Background: an optimization exercise with open tools, aiming at small area, a short achievable clock period and few clock cycles. Do not read the settings as production practice. Where RTL was checked, it was by simulation tests only, not by an equivalence proof against the original. For runs 3 and 4, only the layout was checked, not whether the RTL still works.

==> design/flow/design.v <==
module bpp #(parameter WB=15) (input signed [WB-1:0] b, input h, m, l, input sub,
  output [WB:0] pp, output neg);
  wire one = m ^ l;
  wire two = (h & ~m & ~l) | (~h & m & l);
  wire n0 = sub ? ~h : h;
  assign neg = n0 & (one | two);
  wire [WB:0] sel = one ? {b[WB-1], b} : (two ? {b, 1'b0} : {(WB+1){1'b0}});
  assign pp = sel ^ {(WB+1){neg}};
endmodule
module cdot #(parameter WB=15, WC=23) (input signed [WB-1:0] a1, a2, input signed [7:0] w1, w2,
  input sub, output [WC-1:0] n);
  wire signed [WB:0] p [0:7]; wire g [0:7];
  genvar k;
  generate for (k=0;k<4;k=k+1) begin: pk
    bpp #(WB) u1(.b(a1), .h(w1[2*k+1]), .m(w1[2*k]), .l(k==0 ? 1'b0 : w1[2*k-1]), .sub(1'b0), .pp(p[k]), .neg(g[k]));
    bpp #(WB) u2(.b(a2), .h(w2[2*k+1]), .m(w2[2*k]), .l(k==0 ? 1'b0 : w2[2*k-1]), .sub(sub), .pp(p[4+k]), .neg(g[4+k]));
  end endgenerate
  wire signed [WC-1:0] s0 = p[0], s1 = p[1], s2 = p[2], s3 = p[3];
  wire signed [WC-1:0] s4 = p[4], s5 = p[5], s6 = p[6], s7 = p[7];
  wire [WC-1:0] nn = {g[7],1'b0,g[6],1'b0,g[5],1'b0,g[4]} + {g[3],1'b0,g[2],1'b0,g[1],1'b0,g[0]};
  assign n = s0 + (s1 <<< 2) + (s2 <<< 4) + (s3 <<< 6) + s4 + (s5 <<< 2) + (s6 <<< 4) + (s7 <<< 6) + nn
             + 23'd4161536;
endmodule
module divr127 (input [22:0] n, output signed [15:0] f, output nz);
  wire [8:0] s = n[6:0] + n[13:7] + n[20:14] + n[22:21];
  wire [7:0] s2 = s[6:0] + s[8:7];
  wire [7:0] s3 = s2 + 8'd1;
  wire [6:0] m = s3[7] ? s3[6:0] : s2[6:0];           
  wire [15:0] q = {m[1:0], m, m} - n[15:0] - {n[8:0], 7'd0} - {n[1:0], 14'd0};
  assign f = {~q[15], q[14:0]};                        
  assign nz = (m != 0);
endmodule
module bfly (
  input signed [14:0] tr, ti, br, bi,
  input signed [7:0] wr, wi,
  output signed [15:0] x0r, x0i, x1r, x1i
);
  wire [22:0] nr, ni;
  cdot mr(.a1(br), .a2(bi), .w1(wr), .w2(wi), .sub(1'b1), .n(nr));
  cdot mi(.a1(br), .a2(bi), .w1(wi), .w2(wr), .sub(1'b0), .n(ni));
  wire signed [15:0] fr, fi;
  wire nzr, nzi;
  divr127 dr(.n(nr), .f(fr), .nz(nzr));
  divr127 di(.n(ni), .f(fi), .nz(nzi));
  wire signed [16:0] ur = tr + fr, ui = ti + fi, vr = tr - fr, vi = ti - fi;
  assign x0r = ur + (ur[16] & nzr);
  assign x0i = ui + (ui[16] & nzi);
  assign x1r = vr - (nzr & ~vr[16] & (vr != 0));
  assign x1i = vi - (nzi & ~vi[16] & (vi != 0));
endmodule
module top(
input rst,clk,
input [7:0]data_in_r,
input [7:0]data_in_i,
input [7:0]data_w_r,
input [7:0]data_w_i,
output [40:0]data_out_r,
output [40:0]data_out_i,
output out_valid
  );
reg [6:0] c;             
reg ov;
reg signed [15:0] or_, oi_;
assign out_valid = ov;
assign data_out_r = {{25{or_[15]}}, or_};
assign data_out_i = {{25{oi_[15]}}, oi_};
wire [6:0] cm = c - 7'd2;
wire [2:0] st = cm[6:4];
wire [6:0] cn = c - 7'd1;       
wire [2:0] stn = cn[6:4];
wire [3:0] tan = cn[3:0];
always @(posedge clk or negedge rst)
  if (!rst) begin c <= 7'd0; ov <= 1'b0; end
  else begin
    if (c != 7'd114) c <= c + 7'd1;
    ov <= (c >= 7'd82) && (c <= 7'd113);
  end
reg signed [14:0] ur0, ui0;
reg signed [14:0] ur1, ui1;
reg signed [14:0] ur2, ui2;
reg signed [14:0] ur3, ui3;
reg signed [14:0] ur4, ui4;
reg signed [14:0] ur5, ui5;
reg signed [14:0] ur6, ui6;
reg signed [14:0] ur7, ui7;
reg signed [14:0] ur8, ui8;
reg signed [14:0] ur9, ui9;
reg signed [14:0] ur10, ui10;
reg signed [14:0] ur11, ui11;
reg signed [14:0] ur12, ui12;
reg signed [14:0] ur13, ui13;
reg signed [14:0] ur14, ui14;
reg signed [11:0] ur15, ui15;
reg signed [11:0] ur16, ui16;
reg signed [9:0] ur17, ui17;
reg signed [9:0] ur18, ui18;
reg signed [9:0] ur19, ui19;
reg signed [9:0] ur20, ui20;
reg signed [9:0] ur21, ui21;
reg signed [14:0] lr0, li0;
reg signed [14:0] lr1, li1;
reg signed [14:0] lr2, li2;
reg signed [14:0] lr3, li3;
reg signed [14:0] lr4, li4;
reg signed [14:0] lr5, li5;
reg signed [14:0] lr6, li6;
reg signed [14:0] lr7, li7;
reg signed [14:0] lr8, li8;
reg signed [14:0] lr9, li9;
reg signed [14:0] lr10, li10;
reg signed [14:0] lr11, li11;
reg signed [14:0] lr12, li12;
reg signed [14:0] lr13, li13;
reg signed [14:0] lr14, li14;
reg signed [14:0] lr15, li15;
reg signed [14:0] lr16, li16;
reg signed [14:0] lr17, li17;
reg signed [14:0] lr18, li18;
reg signed [14:0] lr19, li19;
reg signed [14:0] lr20, li20;
reg signed [14:0] lr21, li21;
reg signed [14:0] lr22, li22;
reg signed [7:0] w1r0, w1i0;
reg signed [7:0] w2r0, w2i0;
reg signed [7:0] w2r1, w2i1;
reg signed [7:0] w3r0, w3i0;
reg signed [7:0] w3r1, w3i1;
reg signed [7:0] w3r2, w3i2;
reg signed [7:0] w3r3, w3i3;
reg signed [7:0] w4r0, w4i0;
reg signed [7:0] w4r1, w4i1;
reg signed [7:0] w4r2, w4i2;
reg signed [7:0] w4r3, w4i3;
reg signed [7:0] w4r4, w4i4;
reg signed [7:0] w4r5, w4i5;
reg signed [7:0] w4r6, w4i6;
reg signed [7:0] w4r7, w4i7;
reg signed [7:0] w5r0, w5i0;
reg signed [7:0] w5r1, w5i1;
reg signed [7:0] w5r2, w5i2;
reg signed [7:0] w5r3, w5i3;
reg signed [7:0] w5r4, w5i4;
reg signed [7:0] w5r5, w5i5;
reg signed [7:0] w5r6, w5i6;
reg signed [7:0] w5r7, w5i7;
reg signed [7:0] w5r8, w5i8;
reg signed [7:0] w5r9, w5i9;
reg signed [7:0] w5r10, w5i10;
reg signed [7:0] w5r11, w5i11;
reg signed [7:0] w5r12, w5i12;
reg signed [7:0] w5r13, w5i13;
reg signed [7:0] w5r14, w5i14;
reg signed [7:0] w5r15, w5i15;
reg signed [14:0] tr_, ti_, br_, bi_;      
reg signed [7:0] wr_, wi_;
reg signed [14:0] ntr, nti, nbr, nbi;
reg signed [7:0] nwr, nwi;
wire signed [15:0] x0r, x0i, x1r, x1i;
bfly bf(.tr(tr_), .ti(ti_), .br(br_), .bi(bi_), .wr(wr_), .wi(wi_),
  .x0r(x0r), .x0i(x0i), .x1r(x1r), .x1i(x1i));
always @* begin
  case (stn)
    3'd1: begin ntr = ur15; nti = ui15; nbr = {{7{data_in_r[7]}}, data_in_r}; nbi = {{7{data_in_i[7]}}, data_in_i}; end
    3'd2: case (tan)
      4'd0: begin ntr = ur14; nti = ui14; nbr = ur6; nbi = ui6; end
      4'd1: begin ntr = lr15; nti = li15; nbr = lr7; nbi = li7; end
      4'd2: begin ntr = ur14; nti = ui14; nbr = ur6; nbi = ui6; end
      4'd3: begin ntr = lr15; nti = li15; nbr = lr7; nbi = li7; end
      4'd4: begin ntr = ur14; nti = ui14; nbr = ur6; nbi = ui6; end
      4'd5: begin ntr = lr15; nti = li15; nbr = lr7; nbi = li7; end
      4'd6: begin ntr = ur14; nti = ui14; nbr = ur6; nbi = ui6; end
      4'd7: begin ntr = lr15; nti = li15; nbr = lr7; nbi = li7; end
      4'd8: begin ntr = ur21; nti = ui21; nbr = ur13; nbi = ui13; end
      4'd9: begin ntr = lr22; nti = li22; nbr = lr14; nbi = li14; end
      4'd10: begin ntr = ur21; nti = ui21; nbr = ur13; nbi = ui13; end
      4'd11: begin ntr = lr22; nti = li22; nbr = lr14; nbi = li14; end
      4'd12: begin ntr = ur21; nti = ui21; nbr = ur13; nbi = ui13; end
      4'd13: begin ntr = lr22; nti = li22; nbr = lr14; nbi = li14; end
      4'd14: begin ntr = ur21; nti = ui21; nbr = ur13; nbi = ui13; end
      4'd15: begin ntr = lr22; nti = li22; nbr = lr14; nbi = li14; end
    endcase
    3'd3: case (tan)
      4'd0: begin ntr = ur14; nti = ui14; nbr = ur10; nbi = ui10; end
      4'd1: begin ntr = ur14; nti = ui14; nbr = ur10; nbi = ui10; end
      4'd2: begin ntr = lr16; nti = li16; nbr = lr12; nbi = li12; end
      4'd3: begin ntr = lr16; nti = li16; nbr = lr12; nbi = li12; end
      4'd4: begin ntr = ur16; nti = ui16; nbr = ur12; nbi = ui12; end
      4'd5: begin ntr = ur16; nti = ui16; nbr = ur12; nbi = ui12; end
      4'd6: begin ntr = lr18; nti = li18; nbr = lr14; nbi = li14; end
      4'd7: begin ntr = lr18; nti = li18; nbr = lr14; nbi = li14; end
      4'd8: begin ntr = ur14; nti = ui14; nbr = ur10; nbi = ui10; end
      4'd9: begin ntr = ur14; nti = ui14; nbr = ur10; nbi = ui10; end
      4'd10: begin ntr = lr16; nti = li16; nbr = lr12; nbi = li12; end
      4'd11: begin ntr = lr16; nti = li16; nbr = lr12; nbi = li12; end
      4'd12: begin ntr = ur16; nti = ui16; nbr = ur12; nbi = ui12; end
      4'd13: begin ntr = ur16; nti = ui16; nbr = ur12; nbi = ui12; end
      4'd14: begin ntr = lr18; nti = li18; nbr = lr14; nbi = li14; end
      4'd15: begin ntr = lr18; nti = li18; nbr = lr14; nbi = li14; end
    endcase
    3'd4: case (tan)
      4'd0: begin ntr = ur14; nti = ui14; nbr = ur10; nbi = ui10; end
      4'd1: begin ntr = ur14; nti = ui14; nbr = ur10; nbi = ui10; end
      4'd2: begin ntr = ur14; nti = ui14; nbr = ur10; nbi = ui10; end
      4'd3: begin ntr = ur14; nti = ui14; nbr = ur10; nbi = ui10; end
      4'd4: begin ntr = lr18; nti = li18; nbr = lr14; nbi = li14; end
      4'd5: begin ntr = lr18; nti = li18; nbr = lr14; nbi = li14; end
      4'd6: begin ntr = lr18; nti = li18; nbr = lr14; nbi = li14; end
      4'd7: begin ntr = lr18; nti = li18; nbr = lr14; nbi = li14; end
      4'd8: begin ntr = ur14; nti = ui14; nbr = ur10; nbi = ui10; end
      4'd9: begin ntr = ur14; nti = ui14; nbr = ur10; nbi = ui10; end
      4'd10: begin ntr = ur14; nti = ui14; nbr = ur10; nbi = ui10; end
      4'd11: begin ntr = ur14; nti = ui14; nbr = ur10; nbi = ui10; end
      4'd12: begin ntr = lr18; nti = li18; nbr = lr14; nbi = li14; end
      4'd13: begin ntr = lr18; nti = li18; nbr = lr14; nbi = li14; end
      4'd14: begin ntr = lr18; nti = li18; nbr = lr14; nbi = li14; end
      4'd15: begin ntr = lr18; nti = li18; nbr = lr14; nbi = li14; end
    endcase
    3'd5: case (tan)
      4'd0: begin ntr = ur14; nti = ui14; nbr = ur6; nbi = ui6; end
      4'd1: begin ntr = ur14; nti = ui14; nbr = ur6; nbi = ui6; end
      4'd2: begin ntr = ur14; nti = ui14; nbr = ur6; nbi = ui6; end
      4'd3: begin ntr = ur14; nti = ui14; nbr = ur6; nbi = ui6; end
      4'd4: begin ntr = ur14; nti = ui14; nbr = ur6; nbi = ui6; end
      4'd5: begin ntr = ur14; nti = ui14; nbr = ur6; nbi = ui6; end
      4'd6: begin ntr = ur14; nti = ui14; nbr = ur6; nbi = ui6; end
      4'd7: begin ntr = ur14; nti = ui14; nbr = ur6; nbi = ui6; end
      4'd8: begin ntr = lr22; nti = li22; nbr = lr14; nbi = li14; end
      4'd9: begin ntr = lr22; nti = li22; nbr = lr14; nbi = li14; end
      4'd10: begin ntr = lr22; nti = li22; nbr = lr14; nbi = li14; end
      4'd11: begin ntr = lr22; nti = li22; nbr = lr14; nbi = li14; end
      4'd12: begin ntr = lr22; nti = li22; nbr = lr14; nbi = li14; end
      4'd13: begin ntr = lr22; nti = li22; nbr = lr14; nbi = li14; end
      4'd14: begin ntr = lr22; nti = li22; nbr = lr14; nbi = li14; end
      4'd15: begin ntr = lr22; nti = li22; nbr = lr14; nbi = li14; end
    endcase
    default: begin ntr = ur14; nti = ui14; nbr = lr14; nbi = li14; end
  endcase
  case (stn)
    3'd1: begin nwr = w1r0; nwi = w1i0; end
    3'd2: begin nwr = w2r0; nwi = w2i0; end
    3'd3: begin nwr = w3r0; nwi = w3i0; end
    3'd4: begin nwr = w4r0; nwi = w4i0; end
    3'd5: begin nwr = w5r0; nwi = w5i0; end
    default: begin nwr = w5r0; nwi = w5i0; end
  endcase
end
wire ld_x = (c >= 7'd1) && (c <= 7'd16);    
wire s5 = (st == 3'd5);                     
always @(posedge clk) begin
  tr_ <= ntr; ti_ <= nti; br_ <= nbr; bi_ <= nbi; wr_ <= nwr; wi_ <= nwi;
  ur0 <= ld_x ? {{7{data_in_r[7]}}, data_in_r} : (s5 ? tr_ : x0r[14:0]);
  ui0 <= ld_x ? {{7{data_in_i[7]}}, data_in_i} : (s5 ? ti_ : x0i[14:0]);
  lr0 <= s5 ? br_ : x1r[14:0];
  li0 <= s5 ? bi_ : x1i[14:0];
  or_ <= (st == 3'd6) ? x1r : x0r;
  oi_ <= (st == 3'd6) ? x1i : x0i;
  ur1 <= ur0;
  ui1 <= ui0;
  ur2 <= ur1;
  ui2 <= ui1;
  ur3 <= ur2;
  ui3 <= ui2;
  ur4 <= ur3;
  ui4 <= ui3;
  ur5 <= ur4;
  ui5 <= ui4;
  ur6 <= ur5;
  ui6 <= ui5;
  ur7 <= ur6;
  ui7 <= ui6;
  ur8 <= ur7;
  ui8 <= ui7;
  ur9 <= ur8;
  ui9 <= ui8;
  ur10 <= ur9;
  ui10 <= ui9;
  ur11 <= ur10;
  ui11 <= ui10;
  ur12 <= ur11;
  ui12 <= ui11;
  ur13 <= ur12;
  ui13 <= ui12;
  ur14 <= ur13;
  ui14 <= ui13;
  ur15 <= ur14[11:0];
  ui15 <= ui14[11:0];
  ur16 <= ur15;
  ui16 <= ui15;
  ur17 <= ur16[9:0];
  ui17 <= ui16[9:0];
  ur18 <= ur17;
  ui18 <= ui17;
  ur19 <= ur18;
  ui19 <= ui18;
  ur20 <= ur19;
  ui20 <= ui19;
  ur21 <= ur20;
  ui21 <= ui20;
  lr1 <= lr0;
  li1 <= li0;
  lr2 <= lr1;
  li2 <= li1;
  lr3 <= lr2;
  li3 <= li2;
  lr4 <= lr3;
  li4 <= li3;
  lr5 <= lr4;
  li5 <= li4;
  lr6 <= lr5;
  li6 <= li5;
  lr7 <= lr6;
  li7 <= li6;
  lr8 <= lr7;
  li8 <= li7;
  lr9 <= lr8;
  li9 <= li8;
  lr10 <= lr9;
  li10 <= li9;
  lr11 <= lr10;
  li11 <= li10;
  lr12 <= lr11;
  li12 <= li11;
  lr13 <= lr12;
  li13 <= li12;
  lr14 <= lr13;
  li14 <= li13;
  lr15 <= lr14;
  li15 <= li14;
  lr16 <= lr15;
  li16 <= li15;
  lr17 <= lr16;
  li17 <= li16;
  lr18 <= lr17;
  li18 <= li17;
  lr19 <= lr18;
  li19 <= li18;
  lr20 <= lr19;
  li20 <= li19;
  lr21 <= lr20;
  li21 <= li20;
  lr22 <= lr21;
  li22 <= li21;
  w1r0 <= (c >= 7'd1 && c <= 7'd1) ? data_w_r : w1r0;
  w1i0 <= (c >= 7'd1 && c <= 7'd1) ? data_w_i : w1i0;
  w2r0 <= (c >= 7'd2 && c <= 7'd3) ? data_w_r : w2r1;
  w2r1 <= w2r0;
  w2i0 <= (c >= 7'd2 && c <= 7'd3) ? data_w_i : w2i1;
  w2i1 <= w2i0;
  w3r0 <= (c >= 7'd4 && c <= 7'd7) ? data_w_r : w3r3;
  w3r1 <= w3r0;
  w3r2 <= w3r1;
  w3r3 <= w3r2;
  w3i0 <= (c >= 7'd4 && c <= 7'd7) ? data_w_i : w3i3;
  w3i1 <= w3i0;
  w3i2 <= w3i1;
  w3i3 <= w3i2;
  w4r0 <= (c >= 7'd8 && c <= 7'd15) ? data_w_r : w4r7;
  w4r1 <= w4r0;
  w4r2 <= w4r1;
  w4r3 <= w4r2;
  w4r4 <= w4r3;
  w4r5 <= w4r4;
  w4r6 <= w4r5;
  w4r7 <= w4r6;
  w4i0 <= (c >= 7'd8 && c <= 7'd15) ? data_w_i : w4i7;
  w4i1 <= w4i0;
  w4i2 <= w4i1;
  w4i3 <= w4i2;
  w4i4 <= w4i3;
  w4i5 <= w4i4;
  w4i6 <= w4i5;
  w4i7 <= w4i6;
  w5r0 <= (c >= 7'd16 && c <= 7'd31) ? data_w_r : w5r15;
  w5r1 <= w5r0;
  w5r2 <= w5r1;
  w5r3 <= w5r2;
  w5r4 <= w5r3;
  w5r5 <= w5r4;
  w5r6 <= w5r5;
  w5r7 <= w5r6;
  w5r8 <= w5r7;
  w5r9 <= w5r8;
  w5r10 <= w5r9;
  w5r11 <= w5r10;
  w5r12 <= w5r11;
  w5r13 <= w5r12;
  w5r14 <= w5r13;
  w5r15 <= w5r14;
  w5i0 <= (c >= 7'd16 && c <= 7'd31) ? data_w_i : w5i15;
  w5i1 <= w5i0;
  w5i2 <= w5i1;
  w5i3 <= w5i2;
  w5i4 <= w5i3;
  w5i5 <= w5i4;
  w5i6 <= w5i5;
  w5i7 <= w5i6;
  w5i8 <= w5i7;
  w5i9 <= w5i8;
  w5i10 <= w5i9;
  w5i11 <= w5i10;
  w5i12 <= w5i11;
  w5i13 <= w5i12;
  w5i14 <= w5i13;
  w5i15 <= w5i14;
end
endmodule
==> design/flow/run.sh <==
#!/bin/bash
# synth_recipe.tcl (not shown) runs the flow's synth.tcl, then flattens the netlist and writes it again
# the make line also repeats each setting of config.mk as NAME=value (left out here)
make -C /OpenROAD-flow-scripts/flow DESIGN_CONFIG=/design/flow/config.mk WORK_HOME=/design/flow/orfs CLKGATE_MAP_FILE= SYNTH_SCRIPT=/design/flow/synth_recipe.tcl finish
==> design/flow/config.mk <==
export PLATFORM = sky130hd
export DESIGN_NAME = top
export DESIGN_NICKNAME = top
export VERILOG_FILES = /design/flow/design.v
export SDC_FILE = /design/flow/constraint.sdc
export NUM_CORES = 4
export LEC_CHECK = 0
export CAP_MARGIN = 20
export CORE_MARGIN = 2
export CORE_UTILIZATION = 40
export CTS_BUF_LIST = sky130_fd_sc_hd__clkbuf_4
export SLEW_MARGIN = 20
==> design/flow/constraint.sdc <==
create_clock -name core_clock -period 90.0 [get_ports {clk}]
set_input_delay 18.0000 -clock core_clock [delete_from_list [all_inputs] [get_ports {clk}]]
set_output_delay 18.0000 -clock core_clock [all_outputs]
set_load 0.01 [all_outputs]
==> impl_metrics.json, run 1 <==
{
  "run_status": "finished clean",
  "clock_latency_ns": 1.40,
  "grt_max_degree": 55,
  "placed_cells": 8368,
  "dp_hpwl_um": 116200,
  "antenna_found_initial": 9,
  "ff2ff_path_depth": 70,
  "busiest_layer": "met2",
  "io_buffers": 116,
  "drive_gt1_share_pct": 13.77,
  "core_um2": 171400,
  "rsz0062_at_grt": "false",
  "numCtsBuffers": 451,
  "timing.hold.worst.class": "reg -> reg",
  "nets": 7046,
  "cp.arrival_ns": 2.79,
  "synth_top_area_cell": "dfxtp_1",
  "worstPathMaxFanout": 26,
  "synth_cells": 6237,
  "grt_pass1_wl_um": 269100,
  "hold_viol": 0,
  "crit_chain": "clkdlybuf4s50_1",
  "cp-start-kind": "flop",
  "gp_congestion": 0.8971,
  "reg.largest.list": "oi_ (16), or_ (16)",
  "final_cells": 9134,
  "rows": 152,
  "use_met2_pct": 32.00,
  "max_stage_delay_ns": 0.76,
  "drtPass1Iterations": 7,
  "min_period_over_period_pct": 23.10,
  "fin_crit_ns": 20.79,
  "ys_types": 92,
  "worst_slew_pin_slew_ns": 1.194,
  "yosysSeqAreaShare_pct": 55.53,
  "htreeDepth": 5,
  "start_util_pct": 40.18,
  "drt_iter0_markers": 3610,
  "hold_path_depth": 0,
  "areaGrowthSynthToFinish_pct": 12.87,
  "synthDominantCellAreaShare_pct": 54.54,
  "grt_overflow_total": 0,
  "slew_headroom_pct": 19.56,
  "cts-root-buf": "clkbuf_4",
  "hp-start": "ur3[9]$_DFF_P_",
  "cp.required_ns": 72.00,
  "r2r_start": "wr_[3]$_DFF_P_",
  "drv_slew": 0,
  "cts_setup_buffers": 0,
  "die-width_um": 418.9,
  "syn_area_per_cell_um2": 11.04,
  "regArea_um2": 38250,
  "critPathCaptureType": "output pin",
  "worstSetupPathType": "reg -> out",
  "ys.flop_type": "dfxtp_1",
  "path_clk_slew_ns": 0.06,
  "synthArstFlopShare_pct": 0.4211,
  "grtUsageMet3_pct": 3.892,
  "ctsLongestPathBuffers": 4,
  "fmax_mhz": 48.10,
  "cp_num_cells": 1,
  "post_cts_resized": 0,
  "finalSetupTns_ns": 0,
  "via_per_inst": 5.060,
  "syn_nets": 6772,
  "ys_ff_latch": 1900,
  "die_area_um2": 175500,
  "utilization_pct": 45.35,
  "setup_viol": 0,
  "first_global_vias": 46450,
  "nFillCells": 15890,
  "drtAntennaViolNets": 0,
  "yosys-top-cells-area": "dfxtp_1, fa_1, ha_1, xnor2_1, a21oi_1",
  "die_y_um": 418.9,
  "synth-edff-count": 16,
  "track_usage_pct": 19.83,
  "path_buf_inv": 1,
  "crit_start": "or_[15]$_DFF_P_",
  "ioPinCount": 117,
  "multi_input_area_um2": 27770,
  "cts_tree": "yes",
  "yosys_warnings": 2,
  "drc": 0,
  "clock_sink_count": 1900,
  "critPathTopFamily": "flip-flops",
  "drt_wl_total_um": 175400,
  "syn_area_um2": 68850,
  "skew_ns": 0.1825,
  "slowest_stage": "dfxtp_1",
  "grtUsageMet1_pct": 26.04,
  "maxCapViolations": 0,
  "via_count": 46220,
  "wl_per_cell_um": 19.21,
  "cts_hold_buf": 0
}
==> placed cells by master, fill, tap and decap left out, types with 44 or more instances in the layout <==
cell and n:
a21oi_1 391, a221oi_1 57, a222oi_1 84, a22oi_1 49, a31oi_1 44, buf_4 105, clkbuf_4 645, clkdlybuf4s50_1 116
clkinv_1 96, dfxtp_1 1865, fa_1 240, ha_1 261, inv_1 374, mux2_2 83, mux2i_1 116, nand2_1 512
nand2b_1 64, nand3_1 65, nor2_1 300, nor3_1 45, o21ai_0 234, o22ai_1 78, xnor2_1 246, xor2_1 174
==> per-stage QoR <==
stage	hold slack (ns)	area [µm²]	worst slack, ns
after global routing	0.2032	77710	69.03
after floorplan	0.3096	68850	71.03
after CTS	0.1989	77690	69.05
after global placement	0.3096	72250	70.26
after detailed placement	0.3121	72260	70.20
final	0.2246	77720	69.21
==> layout make-up <==
class	instances	share of cell area, %
Tap cell	2310	3.719
Clock inverter	115	0.7615
Inverter	375	1.811
Sequential cell	1900	49.22
Timing Repair Buffer	221	2.508
Multi-Input combinational cell	3562	35.73
Antenna cell	6	0.01932
Clock buffer	645	6.230
==> cell families after synthesis <==
kind of cell / after synthesis / synth area share, %
xor gates and xnor gates: 436 / 5.671
DFF: 1900 / 55.53
AOI/OAI and AO/OA: 1261 / 12.02
and+or+nand+nor: 1163 / 7.470
adders and majority gates: 502 / 11.74
muxes: 200 / 3.058
buffers and inverters: 775 / 4.512
==> worst reg2reg max path, delay by kind of cell, from the launching register on <==
kind | cells | cell delay, ns
AOI/OAI and AO/OA | 23 | 4.96
buffers and inverters | 7 | 1.32
and+or+nand+nor | 20 | 4.43
xor gates and xnor gates | 6 | 1.47
DFF | 1 | 0.31
adders and majority gates | 14 | 5.40
==> worst paths after layout <==
kind                                    end  slack [ns]
max                          data_out_r[17]       69.21
min                          ur4[9]$_DFF_P_        0.22
max reg2reg                 or_[10]$_DFF_P_       71.93
min reg2reg                  ur4[9]$_DFF_P_        0.22
max in group asynchronous  c[3]$_DFFE_PN0P_       72.56
min in group asynchronous      ov$_DFF_PN0_       16.98
==> cell usage after synthesis (all sizes together) (49+ instances only) <==
master  number
a21oi      395
a221oi      57
a222oi      84
a22oi       49
buf        104
clkbuf     296
dfxtp     1876
fa         240
ha         261
inv        374
mux2        83
mux2i      117
nand2      514
nand2b      64
nand3       67
nor2       310
o21ai      241
o22ai       79
xnor2      252
xor2       179
==> routing by layer <==
metal,vias to the layer above,routed length [µm],part of all wire (%)
li1,21880,-,-
met1,22490,78450,45
met2,1524,80930,46
met3,319,10570,6.0
met4,2,5459,3.1
met5,-,13,0.0074
Testbench counts, summed over its fixed seeds: cycles 5,472.
==> run 2, diff against run 1 <==
--- a/design/flow/config.mk
+++ b/design/flow/config.mk
@@ -8,5 +8,4 @@
 export CAP_MARGIN = 20
 export CORE_MARGIN = 2
 export CORE_UTILIZATION = 40
-export CTS_BUF_LIST = sky130_fd_sc_hd__clkbuf_4
 export SLEW_MARGIN = 20
==> impl_metrics.json, run 2 <==
{
  "cts-root-buf": "clkbuf_16",
  "die_area_um2": 175500,
  "core_um2": 171400,
  "worst_slew_pin_slew_ns": 1.229,
  "antenna_found_initial": 10,
  "grt_max_degree": 55,
  "worstPathMaxFanout": 26,
  "dp_hpwl_um": 116200,
  "yosysMostFrequentCell": "dfxtp_1",
  "drt_iter0_markers": 3782,
  "highest_layer": "met5",
  "worstSetupPathType": "reg -> out",
  "final_common_cell": "dfxtp_1",
  "critPathTopFamily": "flip-flops",
  "crit_chain": "clkdlybuf4s50_1",
  "via_count": 44650,
  "cts_tree": "yes",
  "first_global_vias": 44190,
  "htreeDepth": 4,
  "syn_nets": 6772,
  "die-width_um": 418.9,
  "setup_viol": 0,
  "synth-edff-count": 16,
  "min_period_over_period_pct": 22.47,
  "ys_types": 92,
  "cp.arrival_ns": 2.22,
  "start_util_pct": 40.18,
  "grt_pass1_wl_um": 264100,
  "yosysSeqAreaShare_pct": 55.53,
  "critPathCaptureType": "output pin",
  "yosys-top-cells-count": "dfxtp_1, nand2_1, a21oi_1",
  "numCtsBuffers": 176,
  "cts_hold_buf": 0,
  "finalSetupTns_ns": 0,
  "nFillCells": 15510,
  "gp_congestion": 0.8971,
  "skew_ns": 0.05546,
  "final_cell_mix": "dfxtp_1, nand2_1, a21oi_1",
  "timing.hold.worst.class": "reg -> reg",
  "ctsLongestPathBuffers": 3,
  "post_cts_resized": 0,
  "m1WireLength_um": 77970,
  "yosys-top-cells-area": "dfxtp_1, fa_1, ha_1, xnor2_1, a21oi_1",
  "dr_wl_met3_um": 9995,
  "synthArstFlopShare_pct": 0.4211,
  "yosys_warnings": 2,
  "wl_met2_um": 79070,
  "cts_setup_buffers": 0,
  "synth_cells": 6237,
  "io_buffers": 116,
  "drive_gt1_share_pct": 8.893,
  "slew_headroom_pct": 17.18,
  "num_antenna_cells": 0,
  "rsz0062_at_grt": "false",
  "slowest_stage": "dfxtp_1",
  "syn_area_um2": 68850,
  "run_status": "finished clean",
  "drtAntennaViolNets": 0,
  "syn_area_per_cell_um2": 11.04,
  "drc": 0,
  "track_usage_pct": 19.50,
  "ys.flop_type": "dfxtp_1",
  "synthDominantCellAreaShare_pct": 54.54,
  "drtPass1Iterations": 9,
  "reg.largest.list": "oi_ (16), or_ (16)",
  "drt_wl_total_um": 172600,
  "ioPinCount": 117,
  "drv_slew": 0,
  "ys_ff_latch": 1900,
  "fin_crit_ns": 20.22,
  "synth_top_area_cell": "dfxtp_1",
  "max_stage_delay_ns": 0.76,
  "wl_per_cell_um": 19.85,
  "die_y_um": 418.9,
  "cp-start-kind": "flop",
  "grt_overflow_total": 0,
  "maxCapViolations": 0,
  "fmax_mhz": 49.45,
  "clock_sink_count": 1900,
  "areaGrowthSynthToFinish_pct": 14.11,
  "clock_latency_ns": 0.80,
  "hold_viol": 0,
  "nets": 6771,
  "rows": 152,
  "via_per_inst": 5.134,
  "path_buf_inv": 1,
  "cp.required_ns": 72.00,
  "path_clk_slew_ns": 0.06
}
==> run 2: cell counts after synthesis <==
Identical to the previous run, type by type.
==> run 2: path summary, 6_finish.rpt <==
check | from | end | slack (ns) | depth (start not counted)
setup / recovery | oi_[15]$_DFF_P_ | data_out_i[40] | 69.78 | 1
hold / removal | li11[5]$_DFF_P_ | li12[5]$_DFF_P_ | 0.29 | 0
setup reg to reg | wi_[3]$_DFF_P_ | or_[10]$_DFF_P_ | 72.00 | 69
hold reg to reg | li11[5]$_DFF_P_ | li12[5]$_DFF_P_ | 0.29 | 0
max in group asynchronous | rst | c[5]$_DFFE_PN0P_ | 72.07 | 1
min in group asynchronous | rst | c[1]$_DFFE_PN0P_ | 17.55 | 1
==> run 2: final cells by class <==
class                   count  area [µm²]  share of cell area [%]
inverters                 375        1408                   1.792
clock buffers             256        5177                   6.590
multi-input cells        3562       27770                   35.34
clock inverters            73        1122                   1.428
repair buffers            221        1949                   2.481
well taps                2310        2890                   3.679
flip-flops and latches   1900       38250                   48.69
==> run 2: stage by stage <==
| stage | cell area [µm²] | util [%] | std cells | hold WS, ns | setup slack (ns) |
|---|---|---|---|---|---|
| 5_1_grt | 78570 | 45.85 | 8697 | 0.2839 | 69.62 |
| 4_1_cts | 78560 | 45.85 | 8697 | 0.2876 | 69.69 |
| 6_report | 78570 | 45.85 | 8697 | 0.2857 | 69.78 |
| 2_1_floorplan | 68850 | - | 6237 | 0.3096 | 71.03 |
| 3_3_place_gp | 72250 | 42.17 | 8368 | 0.3096 | 70.26 |
| 3_5_place_dp | 72260 | 42.17 | 8368 | 0.3121 | 70.20 |
==> run 2: per-layer routing <==
| layer | vias to the layer above | GRT usage [%] |
|---|---|---|
| li1 | 21060 | - |
| met1 | 21810 | 26.34 |
| met2 | 1447 | 31.55 |
| met3 | 335 | 2.992 |
| met4 | 4 | 7.184 |
| met5 | - | 0 |
==> run 2: cells by family after synthesis <==
group           share of synthesized area, %
xor+xnor                               5.671
fa+ha+maj                              11.74
buf+inv                                4.512
mux                                    3.058
compound gates                         12.02
flops                                  55.53
simple gates                           7.470
==> run 2: worst register-to-register path, delay by kind of cell (launching register included) <==
family                     cells  cell delay (ns)
buffers and inverters          6             0.94
AOI/OAI and AO/OA             24             5.19
xor gates and xnor gates       6             1.43
DFF                            1             0.32
and+or+nand+nor               19             4.51
adders and majority gates     14             5.42
==> run 3, diff against run 2 <==
--- a/design/flow/design.v
+++ b/design/flow/design.v
@@ -61,9 +61,10 @@
 reg [6:0] c;             
 reg ov;
 reg signed [15:0] or_, oi_;
+reg sr1, si1, sr2, si2, sr3, si3;
 assign out_valid = ov;
-assign data_out_r = {{25{or_[15]}}, or_};
-assign data_out_i = {{25{oi_[15]}}, oi_};
+assign data_out_r = {{6{sr3}}, {6{sr2}}, {6{sr1}}, {7{or_[15]}}, or_};
+assign data_out_i = {{6{si3}}, {6{si2}}, {6{si1}}, {7{oi_[15]}}, oi_};
 wire [6:0] cm = c - 7'd2;
 wire [2:0] st = cm[6:4];
 wire [6:0] cn = c - 7'd1;       
@@ -403,4 +404,13 @@
   w5i14 <= w5i13;
   w5i15 <= w5i14;
 end
+wire sgr = (st == 3'd6) ? x1r[15] : x0r[15];
+wire sgi = (st == 3'd6) ? x1i[15] : x0i[15];
+always @(posedge clk) if (c != 7'd114) begin sr1 <= sgr; si1 <= sgi; end
+always @(posedge clk or negedge rst)
+  if (!rst) begin sr2 <= 1'b0; si2 <= 1'b0; end
+  else begin sr2 <= sgr; si2 <= sgi; end
+always @(posedge clk or negedge rst)
+  if (!rst) begin sr3 <= 1'b1; si3 <= 1'b1; end
+  else begin sr3 <= sgr; si3 <= sgi; end
 endmodule
--- a/design/flow/config.mk
+++ b/design/flow/config.mk
@@ -8,4 +8,6 @@
 export CAP_MARGIN = 20
 export CORE_MARGIN = 2
 export CORE_UTILIZATION = 40
+export CTS_CLUSTER_DIAMETER = 100
+export CTS_CLUSTER_SIZE = 30
 export SLEW_MARGIN = 20
==> impl_metrics.json, run 3 <==
{
  "run_status": "finished clean",
  "rows": 152,
  "ys_types": 93,
  "drc": 0,
  "yosys_warnings": 2,
  "areaGrowthSynthToFinish_pct": 8.119,
  "grtUsageMet1_pct": 27.14,
  "worstPathMaxFanout": 6,
  "reg.largest.list": "oi_ (16), or_ (16)",
  "drt_iter0_markers": 3996,
  "crit_end": "data_out_r[39]",
  "post_cts_resized": 0,
  "r2r_slack_ns": 71.31,
  "nets": 6733,
  "use_met2_pct": 31.13,
  "die_y_um": 419.4,
  "rsz0062_at_grt": "false",
  "drive_gt1_share_pct": 5.943,
  "antenna_found_initial": 1,
  "numCtsBuffers": 77,
  "final_cell_mix": "dfxtp_1, nand2_1, a21oi_1",
  "io_buffers": 116,
  "fin_crit_ns": 19.88,
  "cp.arrival_ns": 1.88,
  "fmax_mhz": 50.30,
  "worstSetupPathType": "reg -> out",
  "cp.required_ns": 72.00,
  "grt_pass1_wl_um": 261400,
  "htreeDepth": 3,
  "via_per_inst": 5.179,
  "min_period_over_period_pct": 22.09,
  "die-width_um": 419.4,
  "setup_viol": 0,
  "yosysMostFrequentCell": "dfxtp_1",
  "skew_ns": 0.04318,
  "cp-start-kind": "flop",
  "path_buf_inv": 1,
  "track_usage_pct": 19.41,
  "synth_cells": 6308,
  "wl_per_cell_um": 20.33,
  "timing.hold.ws_ns": 0.3087,
  "clock_latency_ns": 0.74,
  "r2r_start": "wr_[1]$_DFF_P_",
  "drtAntennaViolNets": 0,
  "synth-edff-count": 18,
  "ctsLongestPathBuffers": 3,
  "drtPass1Iterations": 10,
  "critPathTopFamily": "flip-flops",
  "max_stage_delay_ns": 0.60,
  "layout_setup_ws_ns": 70.12,
  "synth_top_area_cell": "dfxtp_1",
  "busiest_layer": "met2",
  "crit_chain": "clkdlybuf4s50_1",
  "cts_tree": "yes",
  "core_um2": 171500,
  "critPathCaptureType": "output pin",
  "cts_hold_buf": 0,
  "hold_viol": 0,
  "gp_congestion": 0.8885,
  "die_area_um2": 175900,
  "dp_hpwl_um": 119400,
  "ys.flop_type": "dfxtp_1",
  "post-place-ws_ns": 70.45,
  "clock_sink_count": 1906,
  "yosysSeqAreaShare_pct": 55.63,
  "cts-root-buf": "clkbuf_16",
  "slew_headroom_pct": 19.56,
  "utilization_pct": 43.50,
  "worst_slew_pin_slew_ns": 1.194,
  "ys_ff_latch": 1906,
  "grtUsageMet3_pct": 2.523,
  "ioPinCount": 117,
  "final_common_cell": "dfxtp_1",
  "cp_num_cells": 1,
  "syn_area_um2": 69020,
  "drt_wl_total_um": 173500,
  "syn_nets": 6843,
  "worstReg2RegEnd": "oi_[8]$_DFF_P_",
  "slowest_stage": "dfstp_2",
  "hp-start": "li13[5]$_DFF_P_",
  "synthDominantCellAreaShare_pct": 54.41,
  "start_util_pct": 40.24,
  "crit_start": "sr3$_DFF_PN1_",
  "ff2ff_path_depth": 68,
  "drv_slew": 0,
  "timing.hold.worst.class": "reg -> reg",
  "grt_max_degree": 57,
  "first_global_vias": 42370,
  "grt_overflow_total": 0,
  "cts_setup_buffers": 0,
  "via_count": 44210,
  "syn_area_per_cell_um2": 10.94,
  "yosys-top-cells-area": "dfxtp_1, fa_1, ha_1, nand2_1, xnor2_1",
  "finalSetupTns_ns": 0,
  "maxCapViolations": 0,
  "synthArstFlopShare_pct": 0.6296,
  "yosys-top-cells-count": "dfxtp_1, nand2_1, a21oi_1",
  "path_clk_slew_ns": 0.10
}
==> run 3: cell count changes after synthesis, moves of 20 or more <==
cell      delta
mux2i_1     -45
a221o_1     +24
o22ai_1     -20
nand2_1     +63
nor3_1      +21
nand2b_1    -28
o31ai_1     -24
a21oi_1     +29
==> run 3: layer usage <==
metal | part of all wire, % | up-vias
li1 | - | 20920
met1 | 46 | 21710
met2 | 45 | 1293
met3 | 5.4 | 290
met4 | 3.2 | 0
met5 | 0 | -
==> run 3: cell type report <==
cell class / count / area, µm²
Inverter: 379 / 1423
Timing Repair Buffer: 213 / 1889
Clock buffer: 95 / 2026
Antenna cell: 1 / 2.502
Multi-Input combinational cell: 3621 / 27720
Fill cell: 16090 / 96920
Tap cell: 2310 / 2890
Clock inverter: 12 / 261.5
Sequential cell: 1906 / 38410
==> run 3: logic make-up after synthesis <==
| logic type | count (synthesis) | synth area share [%] |
|---|---|---|
| adder cells (fa/ha/maj) | 503 | 11.72 |
| XOR/XNOR | 437 | 5.605 |
| AND/OR/NAND/NOR | 1238 | 7.853 |
| AO/OA/AOI/OAI | 1280 | 12.09 |
| buffers and inverters | 781 | 4.530 |
| multiplexers | 163 | 2.567 |
| flip-flops | 1906 | 55.63 |
==> run 3: per-stage QoR <==
step           cells  area [µm²]
2_1_floorplan   6308       69020
3_3_place_gp    8429       72320
3_5_place_dp    8429       72330
4_1_cts         8536       74620
5_1_grt         8536       74620
6_report        8537       74630
==> run 3: how the worst min path moves through the flow <==
| stage | slack, ns | cells after the start | end |
|---|---|---|---|
| 3_5_place_dp | 0.31 | 0 | li22[3]$_DFF_P_ |
| 4_1_cts | 0.31 | 0 | li14[5]$_DFF_P_ |
| 6_report | 0.31 | 0 | li14[5]$_DFF_P_ |
| 2_1_floorplan | 0.31 | 0 | li10[0]$_DFF_P_ |
| 5_1_grt | 0.30 | 0 | w5i12[4]$_DFF_P_ |
| 3_3_place_gp | 0.31 | 0 | w5i11[3]$_DFF_P_ |
==> run 4, diff against run 3 <==
--- a/design/flow/config.mk
+++ b/design/flow/config.mk
@@ -8,6 +8,6 @@
 export CAP_MARGIN = 20
 export CORE_MARGIN = 2
 export CORE_UTILIZATION = 40
-export CTS_CLUSTER_DIAMETER = 100
-export CTS_CLUSTER_SIZE = 30
+export CTS_CLUSTER_DIAMETER = 60
+export CTS_CLUSTER_SIZE = 34
 export SLEW_MARGIN = 20
==> impl_metrics.json, run 4 <==
{
  "run_status": "finished clean",
  "drtPass1Iterations": 6,
  "drv_slew": 0,
  "yosys-top-cells-count": "dfxtp_1, nand2_1, a21oi_1",
  "reg.largest.list": "oi_ (16), or_ (16)",
  "nFillCells": 15970,
  "placed_cells": 8429,
  "placed_area_um2": 72330,
  "wl_per_cell_um": 20.16,
  "setup_viol": 0,
  "final_common_cell": "dfxtp_1",
  "cp.arrival_ns": 1.93,
  "finalSetupTns_ns": 0,
  "drtAntennaViolNets": 0,
  "first_global_vias": 42530,
  "clock_latency_ns": 0.79,
  "worst_slew_pin_slew_ns": 1.216,
  "min_period_over_period_pct": 22.14,
  "numCtsBuffers": 92,
  "ys_types": 93,
  "ys.flop_type": "dfxtp_1",
  "drt_iter0_markers": 4134,
  "worstPathMaxFanout": 6,
  "final_area_um2": 75930,
  "ctsLongestPathBuffers": 3,
  "path_buf_inv": 1,
  "maxCapViolations": 0,
  "hold_viol": 0,
  "antenna_found_initial": 2,
  "cts_hold_buf": 0,
  "cts_setup_buffers": 0,
  "syn_nets": 6843,
  "rows": 152,
  "drc": 0,
  "via_count": 44160,
  "htreeDepth": 3,
  "cts-root-buf": "clkbuf_16",
  "slowest_stage": "dfstp_2",
  "cp_num_cells": 1,
  "final_cell_mix": "dfxtp_1, nand2_1, a21oi_1",
  "syn_area_per_cell_um2": 10.94,
  "nets": 6748,
  "cp.required_ns": 72.00,
  "ys_ff_latch": 1906,
  "critPathCaptureType": "output pin",
  "die-width_um": 419.4,
  "die_area_um2": 175900,
  "yosysMostFrequentCell": "dfxtp_1",
  "via_per_inst": 5.134,
  "synthDominantCellAreaShare_pct": 54.41,
  "timing.hold.worst.class": "reg -> reg",
  "cp-start-kind": "flop",
  "rsz0062_at_grt": "false",
  "max_stage_delay_ns": 0.60,
  "areaGrowthSynthToFinish_pct": 10.01,
  "grt_overflow_total": 0,
  "yosys-top-cells-area": "dfxtp_1, fa_1, ha_1, nand2_1, xnor2_1",
  "gp_congestion": 0.8885,
  "start_util_pct": 40.24,
  "synth_cells": 6308,
  "final_cells": 8601,
  "dp_hpwl_um": 119400,
  "worstSetupPathType": "reg -> out",
  "core_um2": 171500,
  "synthArstFlopShare_pct": 0.6296,
  "yosysSeqAreaShare_pct": 55.63,
  "ff2ff_path_depth": 68,
  "crit_chain": "clkdlybuf4s50_1",
  "die_y_um": 419.4,
  "path_clk_slew_ns": 0.12,
  "post_cts_resized": 0,
  "io_buffers": 116,
  "track_usage_pct": 19.45,
  "grt_max_degree": 57,
  "yosys_warnings": 2,
  "slew_headroom_pct": 18.06,
  "synth-edff-count": 18,
  "critPathTopFamily": "flip-flops",
  "fmax_mhz": 50.19,
  "clock_sink_count": 1906,
  "hold_path_depth": 0,
  "synth_top_area_cell": "dfxtp_1",
  "cts_tree": "yes",
  "drive_gt1_share_pct": 7.075,
  "drt_wl_total_um": 173400,
  "timing.hold.ws_ns": 0.2655,
  "ioPinCount": 117,
  "grt_pass1_wl_um": 261800,
  "fin_crit_ns": 19.93,
  "skew_ns": 0.1196,
  "syn_area_um2": 69020
}
-- run 4: cell counts after synthesis --
No cell type changed its count.
-- run 4: path summary, 6_finish.rpt --
kind / start / to / slack (ns)
setup reg to reg: wr_[1]$_DFF_P_ / oi_[8]$_DFF_P_ / 71.25
hold / removal: ui5[11]$_DFF_P_ / ui6[11]$_DFF_P_ / 0.27
setup / recovery: sr3$_DFF_PN1_ / data_out_r[39] / 70.07
hold reg to reg: ui5[11]$_DFF_P_ / ui6[11]$_DFF_P_ / 0.27
max in group asynchronous: rst / c[1]$_DFFE_PN0P_ / 71.95
min in group asynchronous: rst / c[4]$_DFFE_PN0P_ / 17.61
-- run 4: cell type report --
type	count	area, µm²	share of cell area, %
Clock buffer	101	2399	3.159
Sequential cell	1906	38410	50.59
Multi-Input combinational cell	3621	27720	36.51
Timing Repair Buffer	213	1889	2.488
Inverter	379	1423	1.874
Clock inverter	70	1192	1.570
Antenna cell	1	2.502	0.003296
Tap cell	2310	2890	3.807
-- run 4: cells by family after synthesis --
kind of cell / Yosys count / synth area share, %
DFF: 1906 / 55.63
AOI/OAI and AO/OA: 1280 / 12.09
and+or+nand+nor: 1238 / 7.853
buffers and inverters: 781 / 4.530
adders and majority gates: 503 / 11.72
xor gates and xnor gates: 437 / 5.605
muxes: 163 / 2.567
-- run 4: stage by stage --
stage	setup slack, ns	utilization (%)
floorplan	71.09	-
global placement	70.50	42.16
finish	70.07	44.26
CTS	70.01	44.26
detailed placement	70.45	42.16
global route	69.89	44.26
-- run 4: routing by layer --
metal  GRT usage (%)  routed length (µm)  up-vias
met5               0                   0        -
met4           6.335                5199        0
met3           2.420                9707      260
met2           31.16               78600     1368
met1           27.21               79920    21520
li1                -                   -    21020

afterwards: timing with drivers on the ports:
Ports are ideal in the flow. The routed layouts listed here were re-timed in OpenROAD. Step 1 assumes that a clkbuf_16 drives the clock port and a buf_2 every other input. Step 2, shift: input delay + t, output delay - t, t = (earliest + latest rising clock arrival at the registers) / 2. This alone moves slack from input paths to output paths. Slacks: ideal ports / drivers / drivers and shift; pairs: ideal ports / drivers.
run | shift t [ns] | setup slack, ns | worst setup path at the end | worst register clock-pin slew, ns | cell pins on the clock port's net
run 1 | 1.378 | 69.208 / 69.137 / 70.083 | input to register | 0.08 / 0.08 | 1
run 2 | 0.851 | 69.779 / 69.701 / 70.074 | input to register | 0.07 / 0.07 | 1
run 3 | 0.801 | 70.118 / 70.034 / 70.321 | input to register | 0.11 / 0.11 | 1
run 4 | 0.821 | 70.075 / 69.988 / 70.352 | input to register | 0.12 / 0.12 | 1
After both steps every run listed still meets setup and hold.
